From an optimization exercise on the open Yosys and OpenROAD flow, aimed at small area; shortcuts taken in it are not production practice. For this run, only the layout was checked, not whether the RTL still works.

==> design.v <==
module CORDIC_Stage (
	input clk,
	input rst,
	input sign_in,
	input USE_SIN_in,
	input [7:0] ite,
	input [32:0] arctan_in_1,
	input [32:0] arctan_in_2,
	input [32:0] target_in,
	input [32:0] curr_angle_in,
	input [32:0] x_in,
	input [32:0] y_in,
	output sign_out,
	output USE_SIN_out,
	output [32:0] curr_angle_out,
	output [32:0] x_out,
	output [32:0] y_out,
	output [32:0] target_out
	);
	reg sign;
	reg [32:0] x[0:1];
	reg [32:0] y[0:1];
	reg [32:0] y_tmp[0:3];
	reg [32:0] x_tmp[0:3];
	reg [3:0] count[0:1];
	reg [32:0] current_angle[0:1];
	reg [32:0] atan[0:1];
	reg [32:0] target_q;
	reg USE_SIN_q;
	reg sign_q;
	reg [32:0] x_q;
	reg [32:0] y_q;
	reg [32:0] current_angle_q;
	always @(posedge clk) begin
			sign = sign_in;
			target_q <= target_in;
			USE_SIN_q <= USE_SIN_in;
			count[0] = ite[7:4];
			y_tmp[0] = sign ? y_in : ~y_in+1;
			y_tmp[1] = {y_tmp[0][32], y_tmp[0][31:0]>>count[0]};
			x_tmp[0] = sign ? x_in : ~x_in+1;
			x_tmp[1] = {x_tmp[0][32], x_tmp[0][31:0]>>count[0]};
			x[0] = x_in + y_tmp[1];
			y[0] = x_tmp[1] + y_in;
			atan[0] = sign ? arctan_in_1 : ~arctan_in_1+1;
			current_angle[0] = curr_angle_in + atan[0];
			if (current_angle[0] > target_in) begin
				sign = 1'b0;
			end
			else begin
				sign = 1'b1;
			end
			count[1] = ite[3:0];
			y_tmp[2] = sign ? y[0] : ~y[0]+1;
			y_tmp[3] = {y_tmp[2][32], y_tmp[2][31:0]>>count[1]};
			x_tmp[2] = sign ? x[0] : ~x[0]+1;
			x_tmp[3] = {x_tmp[2][32], x_tmp[2][31:0]>>count[1]};
			x[1] = x[0] + y_tmp[3];
			y[1] = x_tmp[3] + y[0];
			atan[1] = sign ? arctan_in_2 : ~arctan_in_2+1;
			current_angle[1] = current_angle[0] + atan[1];
			if (current_angle[1] > target_in) begin
				sign = 1'b0;
			end
			else begin
				sign = 1'b1;
			end
			sign_q <= sign;
			x_q <= x[1];
			y_q <= y[1];
			current_angle_q <= current_angle[1];
	end
	assign sign_out = sign_q;
	assign curr_angle_out = current_angle_q;
	assign x_out = x_q;
	assign y_out = y_q;
	assign USE_SIN_out = USE_SIN_q;
	assign target_out = target_q;
endmodule
module CORDIC_Top (
    input clk,
    input [31:0] target,
	 output [31:0] cos_x
);
	wire sign_intermediate[0:6];
	wire USE_SIN_intermediate[0:6];
	wire [32:0] angle_intermediate[0:6];
	wire [32:0] x_intermediate[0:6];
	wire [32:0] y_intermediate[0:6];
	wire [32:0] target_intermediate[0:6];
	wire [32:0] arctan[0:13];
	wire [7:0] ite[0:6];
	wire [32:0] x_init = 33'b01;
	wire [32:0] y_init = 33'b001;
	assign arctan[0]  = 33'b000011111010110110111011000000000;
	assign arctan[1]  = 33'b000001111111010101101110101010000;
	assign arctan[2]  = 33'b000000111111111010101011011110000;
	assign arctan[3]  = 33'b000000011111111111010101010111000;
	assign arctan[4]  = 33'b000000001111111111111010101010110;
	assign arctan[5]  = 33'b000000000111111111111111010101011;
	assign arctan[6]  = 33'b000000000011111111111111111010110;
	assign arctan[7]  = 33'b000000000001111111111111111111011;
	assign arctan[8]  = 33'b000000000000111111111111111111111;
	assign arctan[9]  = 33'b000000000000100000000000000000000;
	assign arctan[10] = 33'b000000000000010000000000000000000;
	assign arctan[11] = 33'b000000000000001000000000000000000;
	assign arctan[12] = 33'b000000000000000100000000000000000;
	assign arctan[13] = 33'b000000000000000010000000000000000;
	assign ite[0]  = 8'b00100011;
	assign ite[1]  = 8'b01000101;
	assign ite[2]  = 8'b01100111;
	assign ite[3]  = 8'b10001001;
	assign ite[4]  = 8'b10101011;
	assign ite[5]  = 8'b11001101;
	assign ite[6]  = 8'b11101111;
	reg init_sign;
	reg USE_SIN;
	wire [32:0] init_angle = 33'b000111011010110001100111000000000;
	reg [32:0] ext_target;
	reg [32:0] fin_target;
	always @* begin
		ext_target = { 1'b0 , target};
		USE_SIN = 0;
		if (ext_target > init_angle) begin
			if (ext_target > 33'b00111) begin
				fin_target = 33'b011001001000011111101101010100010 + (~ext_target + 1);
				init_sign = 1;
				USE_SIN = 1;
			end else begin
				init_sign = 1;
				fin_target = ext_target;
			end
		end
		else begin
			init_sign = 0;
			fin_target = ext_target;
		end
	end
	CORDIC_Stage stage1(
		 .clk(clk),
		 .sign_in(init_sign),
		 .USE_SIN_in(USE_SIN),
		 .ite(ite[0]),
		 .target_in(fin_target),
		 .arctan_in_1(arctan[0]),
		 .arctan_in_2(arctan[1]),
		 .curr_angle_in(init_angle),
		 .x_in(x_init),
		 .y_in(y_init),
		 .sign_out(sign_intermediate[0]),
		 .curr_angle_out(angle_intermediate[0]),
		 .x_out(x_intermediate[0]),
		 .y_out(y_intermediate[0]),
		 .target_out(target_intermediate[0]),
		 .USE_SIN_out(USE_SIN_intermediate[0])
	);
	CORDIC_Stage stage2(
		 .clk(clk),
		 .sign_in(sign_intermediate[0]),
		 .USE_SIN_in(USE_SIN_intermediate[0]),
		 .ite(ite[1]),
		 .target_in(target_intermediate[0]),
		 .arctan_in_1(arctan[2]),
		 .arctan_in_2(arctan[3]),
		 .curr_angle_in(angle_intermediate[0]),
		 .x_in(x_intermediate[0]),
		 .y_in(y_intermediate[0]),
		 .sign_out(sign_intermediate[1]),
		 .curr_angle_out(angle_intermediate[1]),
		 .x_out(x_intermediate[1]),
		 .y_out(y_intermediate[1]),
		 .target_out(target_intermediate[1]),
		 .USE_SIN_out(USE_SIN_intermediate[1])
	);
	CORDIC_Stage stage3(
		 .clk(clk),
		 .sign_in(sign_intermediate[1]),
		 .USE_SIN_in(USE_SIN_intermediate[1]),
		 .ite(ite[2]),
		 .target_in(target_intermediate[1]),
		 .arctan_in_1(arctan[4]),
		 .arctan_in_2(arctan[5]),
		 .curr_angle_in(angle_intermediate[1]),
		 .x_in(x_intermediate[1]),
		 .y_in(y_intermediate[1]),
		 .sign_out(sign_intermediate[2]),
		 .curr_angle_out(angle_intermediate[2]),
		 .x_out(x_intermediate[2]),
		 .y_out(y_intermediate[2]),
		 .target_out(target_intermediate[2]),
		 .USE_SIN_out(USE_SIN_intermediate[2])
	);
	CORDIC_Stage stage4(
		 .clk(clk),
		 .sign_in(sign_intermediate[2]),
		 .USE_SIN_in(USE_SIN_intermediate[2]),
		 .ite(ite[3]),
		 .target_in(target_intermediate[2]),
		 .arctan_in_1(arctan[6]),
		 .arctan_in_2(arctan[7]),
		 .curr_angle_in(angle_intermediate[2]),
		 .x_in(x_intermediate[2]),
		 .y_in(y_intermediate[2]),
		 .sign_out(sign_intermediate[3]),
		 .curr_angle_out(angle_intermediate[3]),
		 .x_out(x_intermediate[3]),
		 .y_out(y_intermediate[3]),
		 .target_out(target_intermediate[3]),
		 .USE_SIN_out(USE_SIN_intermediate[3])
	);
	CORDIC_Stage stage5(
		 .clk(clk),
		 .sign_in(sign_intermediate[3]),
		 .USE_SIN_in(USE_SIN_intermediate[3]),
		 .ite(ite[4]),
		 .target_in(target_intermediate[3]),
		 .arctan_in_1(arctan[8]),
		 .arctan_in_2(arctan[9]),
		 .curr_angle_in(angle_intermediate[3]),
		 .x_in(x_intermediate[3]),
		 .y_in(y_intermediate[3]),
		 .sign_out(sign_intermediate[4]),
		 .curr_angle_out(angle_intermediate[4]),
		 .x_out(x_intermediate[4]),
		 .y_out(y_intermediate[4]),
		 .target_out(target_intermediate[4]),
		 .USE_SIN_out(USE_SIN_intermediate[4])
	);
	CORDIC_Stage stage6(
		 .clk(clk),
		 .sign_in(sign_intermediate[4]),
		 .USE_SIN_in(USE_SIN_intermediate[4]),
		 .ite(ite[5]),
		 .target_in(target_intermediate[4]),
		 .arctan_in_1(arctan[10]),
		 .arctan_in_2(arctan[11]),
		 .curr_angle_in(angle_intermediate[4]),
		 .x_in(x_intermediate[4]),
		 .y_in(y_intermediate[4]),
		 .sign_out(sign_intermediate[5]),
		 .curr_angle_out(angle_intermediate[5]),
		 .x_out(x_intermediate[5]),
		 .y_out(y_intermediate[5]),
		 .target_out(target_intermediate[5]),
		 .USE_SIN_out(USE_SIN_intermediate[5])
	);
	CORDIC_Stage stage7(
		 .clk(clk),
		 .sign_in(sign_intermediate[5]),
		 .USE_SIN_in(USE_SIN_intermediate[5]),
		 .ite(ite[6]),
		 .target_in(target_intermediate[5]),
		 .arctan_in_1(arctan[12]),
		 .arctan_in_2(arctan[13]),
		 .curr_angle_in(angle_intermediate[5]),
		 .x_in(x_intermediate[5]),
		 .y_in(y_intermediate[5]),
		 .sign_out(sign_intermediate[6]),
		 .curr_angle_out(angle_intermediate[6]),
		 .x_out(x_intermediate[6]),
		 .y_out(y_intermediate[6]),
		 .target_out(target_intermediate[6]),
		 .USE_SIN_out(USE_SIN_intermediate[6])
	);
	wire [31:0] K = 32'b01101101111011001010110110001011;
	wire [31:0] done;
	assign done = USE_SIN_intermediate[6] ? y_intermediate[6][31:0] : x_intermediate[6][31:0];
	assign cos_x = done*K;
endmodule
==> run.sh <==
#!/bin/bash
# synth_recipe.tcl (not shown) runs the flow's synth.tcl, then flattens the netlist and writes it again
# the make line also repeats each setting of config.mk as NAME=value (left out here)
make -C /OpenROAD-flow-scripts/flow DESIGN_CONFIG=/design/flow/config.mk WORK_HOME=/design/flow/orfs CLKGATE_MAP_FILE= SYNTH_SCRIPT=/design/flow/synth_recipe.tcl finish
==> config.mk <==
export PLATFORM = sky130hd
export DESIGN_NAME = CORDIC_Top
export DESIGN_NICKNAME = CORDIC_Top
export VERILOG_FILES = /design/flow/design.v
export SDC_FILE = /design/flow/constraint.sdc
export NUM_CORES = 4
export LEC_CHECK = 0
export CAP_MARGIN = 20
export CORE_MARGIN = 2
export CORE_UTILIZATION = 40
export SLEW_MARGIN = 20
==> constraint.sdc <==
create_clock -name core_clock -period 10.0 [get_ports {clk}]
set_input_delay 2.0000 -clock core_clock [delete_from_list [all_inputs] [get_ports {clk}]]
set_output_delay 2.0000 -clock core_clock [all_outputs]
set_load 0.01 [all_outputs]
==> flow_metrics.tcl <==
set metrics [dict create \
    synthArstFlopShare 0 \
    post-cts-setup-buffer-count 0 \
    slew_headroom 0.348 \
    setup_viol 0 \
    ctsLongestPathBuffers 3 \
    drc 0 \
    seq_area_frac_synth 0.188 \
    fin_skew_ns 0.0395 \
    antenna_found_initial 1 \
    cts_root_buf "clkbuf_16" \
    arrival_ns 7.73 \
    crit_type "reg -> out" \
    ys_ff_latch 572 \
    synth_cell_types 101 \
    hold_path_class "reg -> reg" \
    yosys_most_used_dff "dfxtp_1" \
    multi_input_area_um2 46000 \
    whs_ns 0.347 \
    place_ws_ns 0.477 \
    synth-simple-area-share 0.160 \
    synth_top_family_by_area "adder cells" \
    final_cell_mix "ha_1, inv_1, xnor2_1" \
    finalCriticalPeriod_ns 9.73 \
    placed_cell_area_um2 64600 \
    insertion_delay_ns 0.69 \
    required_ns 8.00 \
    cap_violations 0 \
    tightest_slew_ns 0.963 \
    final_common_cell "ha_1" \
    synth_mux_area_frac 0.000679 \
    rows 143 \
    initial_core_util 0.402 \
    fin_ws_ns 0.271 \
    cts_tree "done" \
    grt_overflow 0 \
    synth_nets 8525 \
    synth_edf_count 0 \
    drt_iter0_drc 2729 \
    status "complete, no violations" \
    n_antenna_cell 0 \
    drt-wirelength-per-cell_um 16.9 \
    routed_wl_um 160000 \
    worst_setup_path_start_kind "register" \
    fp.dieW_um 394 \
    hold_path_startpoint "stage4.target_q[0]" \
    crit_fanout 5 \
    grt_pass1_vias 49795 \
    rsz0062_at_grt "yes" \
    rrSetupSlack_ns 0.77 \
    io_buffer_count 64 \
    dieArea_um2 155000 \
    grt_max_degree 40 \
    dp.cells 9360 \
    hold_buffers 0 \
    layout-drive-gt1-share 0.0479 \
    syn-cell-area_um2 60800 \
    cts_made_buffers 70 \
    ff2ff_path_depth 42 \
    yosysWarnings 9 \
    io_pins 65 \
    cts_sinks 572 \
    num-fill-cells 14951 \
    detail-route-antenna-nets 0 \
    min_path_cells 0 \
    rr_startpoint "stage1.sign_q" \
    cts-htree-levels 3 \
    hpwl_um 138000 \
    syn-instance-count 7232 \
    post-route-cell-area_um2 67200 \
    syn_avg_cell_area_um2 8.41 \
    hold_violations 0 \
    viasPerCell 5.31 \
    core_area_um2 151000 \
    area_growth_pct 10.6 \
    slew_viol_final 0 \
    setup_tns_ns 0 \
    clk_pin_slew_ns 0.06 \
    fin_crit_sh 0.973 \
    synthAdderAreaFrac 0.286 \
    synth-compound-area-share 0.184 \
    synth-xor-area-share 0.124 \
    grt_util_all_layers 0.204 \
    final_cells 9489 \
    min_to "stage5.target_q[0]" \
    final_core_util 0.444 \
    regArea_um2 11500 \
    drtPass1Iterations 6 \
    timing.rr.end "stage2.sign_q" \
    nets 8695 \
    grt_pass1_wl_um 261000 \
    die_y_um 394 \
    max_freq_mhz 103 \
    gp_congestion 0.920 \
    end_kind "primary output" \
    vias 50360 \
]
-- layer usage --
| metal | routed length [um] | share of wire | up-vias | global-route usage |
|---|---|---|---|---|
| li1 | - | - | 25742 | - |
| met1 | 75000 | 0.47 | 23599 | 0.266 |
| met2 | 75800 | 0.47 | 813 | 0.355 |
| met3 | 5530 | 0.034 | 206 | 0.0212 |
| met4 | 4040 | 0.025 | 0 | 0.0577 |
| met5 | 0 | 0 | - | 0 |
-- worst max path at each step --
stage / start / endpoint / slack (ns) / depth (start not counted)
floorplan: stage2.sign_q / stage3.sign_q / 0.18 / 43
global placement: stage7.y_q[2] / cos_x[31] / 0.55 / 26
detailed placement: stage7.y_q[2] / cos_x[31] / 0.48 / 26
CTS: stage7.y_q[16] / cos_x[30] / 0.09 / 21
global route: stage7.y_q[2] / cos_x[31] / -0.05 / 29
finish: stage7.y_q[16] / cos_x[30] / 0.27 / 21
-- area by class of cell --
cell class / instances / area share
multi-input cells: 5757 / 0.684
flip-flops and latches: 572 / 0.170
inverters: 811 / 0.0453
well taps: 2030 / 0.0378
clock buffers: 89 / 0.0282
repair buffers: 190 / 0.0238
clock inverters: 40 / 0.0103
-- cell usage after synthesis (13+ instances only) --
cell / number / area share
or2_2: 37 / 0.0038
a2111oi_0: 14 / 0.0020
a31oi_1: 54 / 0.0056
nor3_1: 180 / 0.015
or3_1: 55 / 0.0057
nor3b_1: 22 / 0.0027
a21boi_0: 26 / 0.0032
ha_1: 1046 / 0.22
nand4_1: 110 / 0.011
a31o_2: 15 / 0.0022
or4_1: 23 / 0.0028
nand2_1: 333 / 0.021
fa_1: 214 / 0.070
o21a_1: 139 / 0.017
clkbuf_1: 66 / 0.0041
o41ai_1: 15 / 0.0022
a21oi_1: 516 / 0.042
inv_1: 808 / 0.050
nand2b_1: 129 / 0.013
and4_1: 23 / 0.0033
buf_2: 15 / 0.0012
nand4b_1: 13 / 0.0019
nor2b_1: 121 / 0.012
dfxtp_1: 572 / 0.19
nand3_1: 131 / 0.011
o21bai_1: 74 / 0.0091
o211ai_1: 35 / 0.0043
nor2_1: 513 / 0.032
nand3b_1: 19 / 0.0023
o31ai_1: 46 / 0.0057
xnor2_1: 589 / 0.085
o21ai_0: 331 / 0.027
o31a_1: 14 / 0.0020
a21o_1: 224 / 0.028
and2_1: 38 / 0.0039
xor2_1: 271 / 0.039
and3_1: 56 / 0.0058
a211oi_1: 49 / 0.0061
a41oi_1: 14 / 0.0020
nor4_1: 49 / 0.0050
a211o_1: 19 / 0.0027
o2111ai_1: 21 / 0.0030
-- cell families (layout without fill, tap and decap cells) --
group / after synthesis / after routing
simple gates: 1898 / 1898
buf+inv: 903 / 1130
mux: 4 / 4
fa+ha+maj: 1260 / 1260
compound gates: 1734 / 1734
xor+xnor: 861 / 861
flops: 572 / 572
-- sequential cells by signal, indices dropped and copies added (netlist names), 33 cells and up --
| register | flops |
|---|---|
| stage1.target_q | 33 |
| stage2.target_q | 33 |
| stage3.target_q | 33 |
| stage4.target_q | 33 |
| stage5.target_q | 33 |
| stage6.target_q | 33 |
-- worst max-delay path: stages, from the launching register on --
cell and delay [ns]:
dfxtp_2 0.36, ha_1 0.28, inv_1 0.08, fa_1 0.56, fa_1 0.44, fa_1 0.49
fa_1 0.59, inv_1 0.09, fa_1 0.52, fa_1 0.53, fa_1 0.51, ha_1 0.35
and3_1 0.25, and3_1 0.20, o211ai_1 0.08, nand3_1 0.16, o41ai_1 0.30, buf_4 0.24
o2111ai_1 0.13, a21oi_1 0.19, xnor2_1 0.15, clkdlybuf4s50_1 0.58
-- repair_timing --
item                                   in CTS  in global routing
setup endpoints to repair                   1                 18
resized for setup                           5                 22
endpoints found under the hold margin       0                  0
pin swaps                                   0                  0

[separate check: timing with driven ports]
No port has a modelled driver above. Below, the same layout with a new extraction and two added sets of constraints. Step 1 sets driving cells, clkbuf_16 on the clock port and buf_2 on the other inputs (assumed; they add their load-dependent delay and slew). Step 2 adds t to the input delays and takes it off the output delays; t is the mean of the earliest and latest rising clock arrival at the registers after step 1. Input paths then give back, and output paths get back, about the clock's delay inside the block. Three values: ideal ports, drivers, drivers and shift; two values: the first two.
shift t [ns]: 0.748
setup slack, ns: 0.271 / 0.194 / 0.772
hold WS [ns]: 0.347 / 0.347 / 0.347
worst setup path after step 2: register to register
After both steps this run still meets setup and hold. For this run, drivers alone change the setup slack by -0.077 ns; drivers and shift together by +0.501 ns.
